Context: an optimization exercise on an open-source flow, tuned for small area. The choices shown serve that exercise and are no tape-out recipe.
At most, simulation tests tie the RTL to the original design; equivalence was not proved.
No driver is modelled on the clock port, so clock power and skew are understated where the tree is cut down; a real chip needs a root buffer or a tree.
Power and IR drop assume default switching activity.

==> nickel: inputs <==
==> flow/design.v <==
module pwm_hw(
input clk,                    
input reset,                  
input red,                    
input green,                  
input blue,                   
output [19:0] Red_High_HW,    
output [19:0] Red_Low_HW,     
output [19:0] Green_High_HW,  
output [19:0] Green_Low_HW,   
output [19:0] Blue_High_HW,   
output [19:0] Blue_Low_HW     
             );
HW_PWM Red  (.clk(clk), .reset(reset), .Colour_input(red),   .High_Count(Red_High_HW),   .Low_Count(Red_Low_HW));
HW_PWM Green(.clk(clk), .reset(reset), .Colour_input(green), .High_Count(Green_High_HW), .Low_Count(Green_Low_HW));
HW_PWM Blue (.clk(clk), .reset(reset), .Colour_input(blue),  .High_Count(Blue_High_HW),  .Low_Count(Blue_Low_HW));
endmodule
module HW_PWM(
input clk,
input reset,
input Colour_input,
output reg [19:0] High_Count,
output reg [19:0] Low_Count
            );
reg PrevPwm;
reg [19:0] Count;
wire rise = Colour_input & ~PrevPwm;
wire fall = ~Colour_input & PrevPwm;
wire run  = reset & ~(Colour_input ^ PrevPwm);    
wire ld_high   = reset & fall;
wire hold_high = reset & ~fall;
wire ld_low    = reset & rise;
wire hold_low  = reset & ~rise;
wire [19:0] c;
wire [4:0]  g;                 
wire [4:0]  p;                 
genvar j;
generate
    for (j = 0; j < 5; j = j + 1) begin : grp
        assign g[j] = &Count[4*j+3:4*j];
        assign c[4*j]   = p[j];
        assign c[4*j+1] = p[j] & Count[4*j];
        assign c[4*j+2] = p[j] & (&Count[4*j+1:4*j]);
        assign c[4*j+3] = p[j] & (&Count[4*j+2:4*j]);
    end
endgenerate
assign p[0] = 1'b1;
assign p[1] = g[0];
assign p[2] = &g[1:0];
assign p[3] = &g[2:0];
assign p[4] = &g[3:0];
always @(posedge clk) begin
    PrevPwm    <= reset & Colour_input;
    Count      <= {20{run}} & (Count ^ c);
    High_Count <= ({20{ld_high}} & Count) | ({20{hold_high}} & High_Count);
    Low_Count  <= ({20{ld_low}}  & Count) | ({20{hold_low}}  & Low_Count);
end
endmodule
==> flow/flow/run.sh <==
#!/bin/bash
# Own layout flow: the standard ORFS flow with three changes:
#  - synthesis maps the logic with an area-oriented ABC script (flow/area.abc);
#    everything else in synthesis, including flip-flop mapping, is the standard flow's own
#    synth_recipe.tcl unchanged;
#  - the port buffers are the smallest buffer cell;
#  - the clock tree is built by hand from inverters (flow/cts_hook.tcl).
# Each tool's output goes to flow_make.log here; ORFS keeps per-step logs in orfs/logs.
set -euo pipefail
W="$(cd "$(dirname "$0")/.." && pwd)"
cd "$W"
{
  echo "proc abc {args} {"
  echo "  set i [lsearch -exact \$args -script]"
  echo "  if {\$i >= 0} { lset args [expr {\$i + 1}] $W/flow/area.abc }"
  echo "  yosys abc {*}\$args -dont_use sky130_fd_sc_hd__nor4_*"
  echo "}"
  cat synth_recipe.tcl
} > area_synth.tcl
bash standard.sh finish \
  "SYNTH_SCRIPT=$W/area_synth.tcl" \
  "ADDER_MAP_FILE=" \
  "BUFFER_PORTS_ARGS=-buffer_cell sky130_fd_sc_hd__buf_1" \
  "RECOVER_POWER=100" \
  "PRE_CTS_TCL=$W/flow/cts_hook.tcl" \
  > flow_make.log 2>&1
==> flow/flow/area.abc <==
strash
&get -n
&fraig -x
&put
strash
&get -n
&dch -f
&nf -R 1000
&put
strash
&get -n
&dch -f
&nf -R 1000
&put
==> flow/flow/cts_hook.tcl <==
# PRE_CTS_TCL hook: build the clock tree by hand (flow/manual_cts.tcl) from
# inverters, two levels (an even number of inversions): one root inverter on
# the clock port driving leaf inverters, each leaf driving a balanced cluster
# of flip-flops. ORFS's own clock_tree_synthesis and repair_clock_inverters
# are then skipped; the rest of cts.tcl (placement legalisation, timing
# repair) runs as usual.
set ::env(MCTS_NET) clk
set ::env(MCTS_LEAVES) 9
set ::env(MCTS_LEAF) sky130_fd_sc_hd__inv_8
set ::env(MCTS_ROOT) sky130_fd_sc_hd__inv_8
source [file join [file dirname [info script]] manual_cts.tcl]
mcts_build
set_propagated_clock [all_clocks]
proc repair_clock_inverters {args} { puts "repair_clock_inverters skipped: clock tree built by cts_hook.tcl" }
proc clock_tree_synthesis {args} { puts "clock_tree_synthesis skipped: clock tree built by cts_hook.tcl" }
==> flow/flow/manual_cts.tcl <==
proc mcts_split {pins n} {
  if {$n <= 1} { return [list $pins] }
  set xs {}; set ys {}
  foreach p $pins { lappend xs [lindex $p 1]; lappend ys [lindex $p 2] }
  set dx [expr {[tcl::mathfunc::max {*}$xs] - [tcl::mathfunc::min {*}$xs]}]
  set dy [expr {[tcl::mathfunc::max {*}$ys] - [tcl::mathfunc::min {*}$ys]}]
  set idx [expr {$dx >= $dy ? 1 : 2}]
  set sorted [lsort -real -index $idx $pins]
  set n1 [expr {$n / 2}]
  set k [expr {round(double([llength $pins]) * $n1 / $n)}]
  return [concat [mcts_split [lrange $sorted 0 [expr {$k - 1}]] $n1] \
                 [mcts_split [lrange $sorted $k end] [expr {$n - $n1}]]]
}
proc mcts_build {} {
  set db [ord::get_db]
  set block [ord::get_db_block]
  set clknet [$block findNet $::env(MCTS_NET)]
  set pins {}
  foreach it [$clknet getITerms] {
    set inst [$it getInst]
    set bb [$inst getBBox]
    lappend pins [list $it [expr {([$bb xMin] + [$bb xMax]) / 2.0}] [expr {([$bb yMin] + [$bb yMax]) / 2.0}]]
  }
  set nleaf $::env(MCTS_LEAVES)
  set clusters [mcts_split $pins $nleaf]
  set leafm [$db findMaster $::env(MCTS_LEAF)]
  set rootnet $clknet
  if {$::env(MCTS_ROOT) ne ""} {
    set rootm [$db findMaster $::env(MCTS_ROOT)]
    set root [odb::dbInst_create $block $rootm mcts_root]
    set rootnet [odb::dbNet_create $block mcts_clk_root]
    $rootnet setSigType CLOCK
    [$root findITerm A] connect $clknet
    [$root findITerm [expr {[$root findITerm X] ne "NULL" ? "X" : "Y"}]] connect $rootnet
  }
  set i 0; set sx 0; set sy 0
  foreach c $clusters {
    set net [odb::dbNet_create $block mcts_clk_$i]
    $net setSigType CLOCK
    set inst [odb::dbInst_create $block $leafm mcts_leaf_$i]
    set cx 0; set cy 0
    foreach p $c {
      set it [lindex $p 0]
      $it disconnect
      $it connect $net
      set cx [expr {$cx + [lindex $p 1]}]; set cy [expr {$cy + [lindex $p 2]}]
    }
    set cx [expr {int($cx / [llength $c])}]; set cy [expr {int($cy / [llength $c])}]
    $inst setLocation $cx $cy
    $inst setPlacementStatus PLACED
    [$inst findITerm A] connect $rootnet
    set out [$inst findITerm X]
    if {$out eq "NULL"} { set out [$inst findITerm Y] }
    $out connect $net
    puts "mcts leaf $i: [llength $c] sinks at $cx $cy"
    set sx [expr {$sx + $cx}]; set sy [expr {$sy + $cy}]
    incr i
  }
  if {$::env(MCTS_ROOT) ne ""} {
    $root setLocation [expr {int($sx / $i)}] [expr {int($sy / $i)}]
    $root setPlacementStatus PLACED
  }
}
==> flow/standard.sh <==
#!/bin/bash
# synth_recipe.tcl (not shown) runs the flow's synth.tcl, then flattens the netlist and writes it again
# the make line also repeats each setting of config.mk as NAME=value (left out here)
make -C /OpenROAD-flow-scripts/flow DESIGN_CONFIG=/design/flow/config.mk WORK_HOME=/design/flow/orfs CLKGATE_MAP_FILE= SYNTH_SCRIPT=/design/flow/synth_recipe.tcl "${@:-finish}"
==> flow/config.mk <==
export PLATFORM = sky130hd
export DESIGN_NAME = pwm_hw
export DESIGN_NICKNAME = pwm_hw
export VERILOG_FILES = /design/flow/design.v
export SDC_FILE = /design/flow/constraint.sdc
export NUM_CORES = 4
export LEC_CHECK = 0
export CAP_MARGIN = 20
export CORE_MARGIN = 2
export CORE_UTILIZATION = 40
export GPL_TIMING_DRIVEN = 0
export PLACE_DENSITY = 0.6
export SETUP_SLACK_MARGIN = -0.1
export SLEW_MARGIN = 20
==> flow/constraint.sdc <==
create_clock -name core_clock -period 2.0 [get_ports {clk}]
set_input_delay 0.4000 -clock core_clock [delete_from_list [all_inputs] [get_ports {clk}]]
set_output_delay 0.4000 -clock core_clock [all_outputs]
set_load 0.01 [all_outputs]
==> sierra: changes against nickel <==
--- a/flow/design.v
+++ b/flow/design.v
@@ -31,27 +31,9 @@
 wire hold_high = reset & ~fall;
 wire ld_low    = reset & rise;
 wire hold_low  = reset & ~rise;
-wire [19:0] c;
-wire [4:0]  g;                 
-wire [4:0]  p;                 
-genvar j;
-generate
-    for (j = 0; j < 5; j = j + 1) begin : grp
-        assign g[j] = &Count[4*j+3:4*j];
-        assign c[4*j]   = p[j];
-        assign c[4*j+1] = p[j] & Count[4*j];
-        assign c[4*j+2] = p[j] & (&Count[4*j+1:4*j]);
-        assign c[4*j+3] = p[j] & (&Count[4*j+2:4*j]);
-    end
-endgenerate
-assign p[0] = 1'b1;
-assign p[1] = g[0];
-assign p[2] = &g[1:0];
-assign p[3] = &g[2:0];
-assign p[4] = &g[3:0];
 always @(posedge clk) begin
     PrevPwm    <= reset & Colour_input;
-    Count      <= {20{run}} & (Count ^ c);
+    Count      <= {20{run}} & (Count + 20'd1);
     High_Count <= ({20{ld_high}} & Count) | ({20{hold_high}} & High_Count);
     Low_Count  <= ({20{ld_low}}  & Count) | ({20{hold_low}}  & Low_Count);
 end
==> flow/flow/run.sh (replaced) <==
#!/bin/bash
# Own layout flow: the standard ORFS flow with three changes:
#  - synthesis maps the logic with an area-oriented ABC script (flow/area.abc);
#    everything else in synthesis, including flip-flop mapping, is the standard flow's own
#    synth_recipe.tcl unchanged;
#  - the port buffers are the smallest buffer cell;
#  - clock tree synthesis uses small clock buffers and no dummy load cells.
# Each tool's output goes to flow_make.log here; ORFS keeps per-step logs in orfs/logs.
set -euo pipefail
W="$(cd "$(dirname "$0")/.." && pwd)"
cd "$W"
{
  echo "proc abc {args} {"
  echo "  set i [lsearch -exact \$args -script]"
  echo "  if {\$i >= 0} { lset args [expr {\$i + 1}] $W/flow/area.abc }"
  echo "  yosys abc {*}\$args"
  echo "}"
  cat synth_recipe.tcl
} > area_synth.tcl
bash standard.sh finish \
  "SYNTH_SCRIPT=$W/area_synth.tcl" \
  "BUFFER_PORTS_ARGS=-buffer_cell sky130_fd_sc_hd__buf_1" \
  "CTS_ARGS=-sink_clustering_enable -repair_clock_nets -dont_use_dummy_load -buf_list {sky130_fd_sc_hd__clkbuf_8} -root_buf sky130_fd_sc_hd__clkbuf_8 -sink_clustering_size 20" \
  > flow_make.log 2>&1
==> flow/flow/area.abc (replaced) <==
strash
&get -n
&fraig -x
&put
strash
&get -n
&dch -f
&nf -R 1000
&put
Settings changed: SETUP_SLACK_MARGIN -0.1 to unset.
removed: flow/flow/cts_hook.tcl
removed: flow/flow/manual_cts.tcl
==> notes.md <==
- sierra finished with timing, DRC and antenna clean. nickel finished but failed the layout checks on negative setup slack.
- Sequential share of layout area: nickel is higher than sierra (1.9 points).
- In nickel the hold slack is higher than in sierra, by 210 ps.
- In nickel the die area is lower than in sierra, by 6.9%.
- Against sierra, the synthesized cell count of nickel is smaller by 11%.
- Area after synthesis: sierra is larger than nickel (about 8%).
==> figures <==
quantity	nickel	sierra
Result of the run	complete, but fails checks	timing/DRC/antenna clean
Violated checks	negative setup slack	-
Leakage Power	0.00257 uW	0.00254 uW
Multi-input gate share of total cell area	31.7%	34.5%
Routed via count	4,576	4,779
Overall routing resource usage	17.5%	17.8%
Final layout net count	659	709
Wire length reported by the detailed router	14,100 microns	14,300 microns
Post-synthesis to final-layout area growth	22.1%	16.8%
Area of the multi-input gates	0.00220 sq mm	0.00246 sq mm
Cell variety after synth	17	23
Number of optimization iterations in the first detailed-route pass	5	4
No functional check of the RTL was part of sierra. In nickel the design's own scripts or RTL, not TritonCTS, make the clock network.

[what the ideal ports hide]
The results above use ideal ports. As a check the final layouts listed here were re-extracted and re-timed, cells and wires unchanged.
Step 1, drivers: a clkbuf_16 drives clk and a buf_2 each remaining input, both assumed.
Step 2 also shifts input and output timing later by t, the mid clock arrival at the registers, as if the neighbouring blocks saw the same clock.
a / b / c = ideal / step 1 / step 2; a / b = the first two.
run | t (ns) | slack for setup (ns) | hold WS [ns] | worst setup path after step 2 | clock arrival spread, ns
nickel | 0.285 | -0.062 / -0.062 / -0.062 | 0.449 / 0.449 / 0.449 | register to register | 0.009 / 0.009
sierra | 0.478 | 0.166 / 0.166 / -0.143 | 0.236 / 0.241 / 0.478 | input to register | 0.026 / 0.026
With both steps, setup timing fails in sierra, where it was met with ideal ports. For sierra, which loses most, drivers alone change the setup slack by 0.000 ns; drivers and shift together by -0.309 ns.
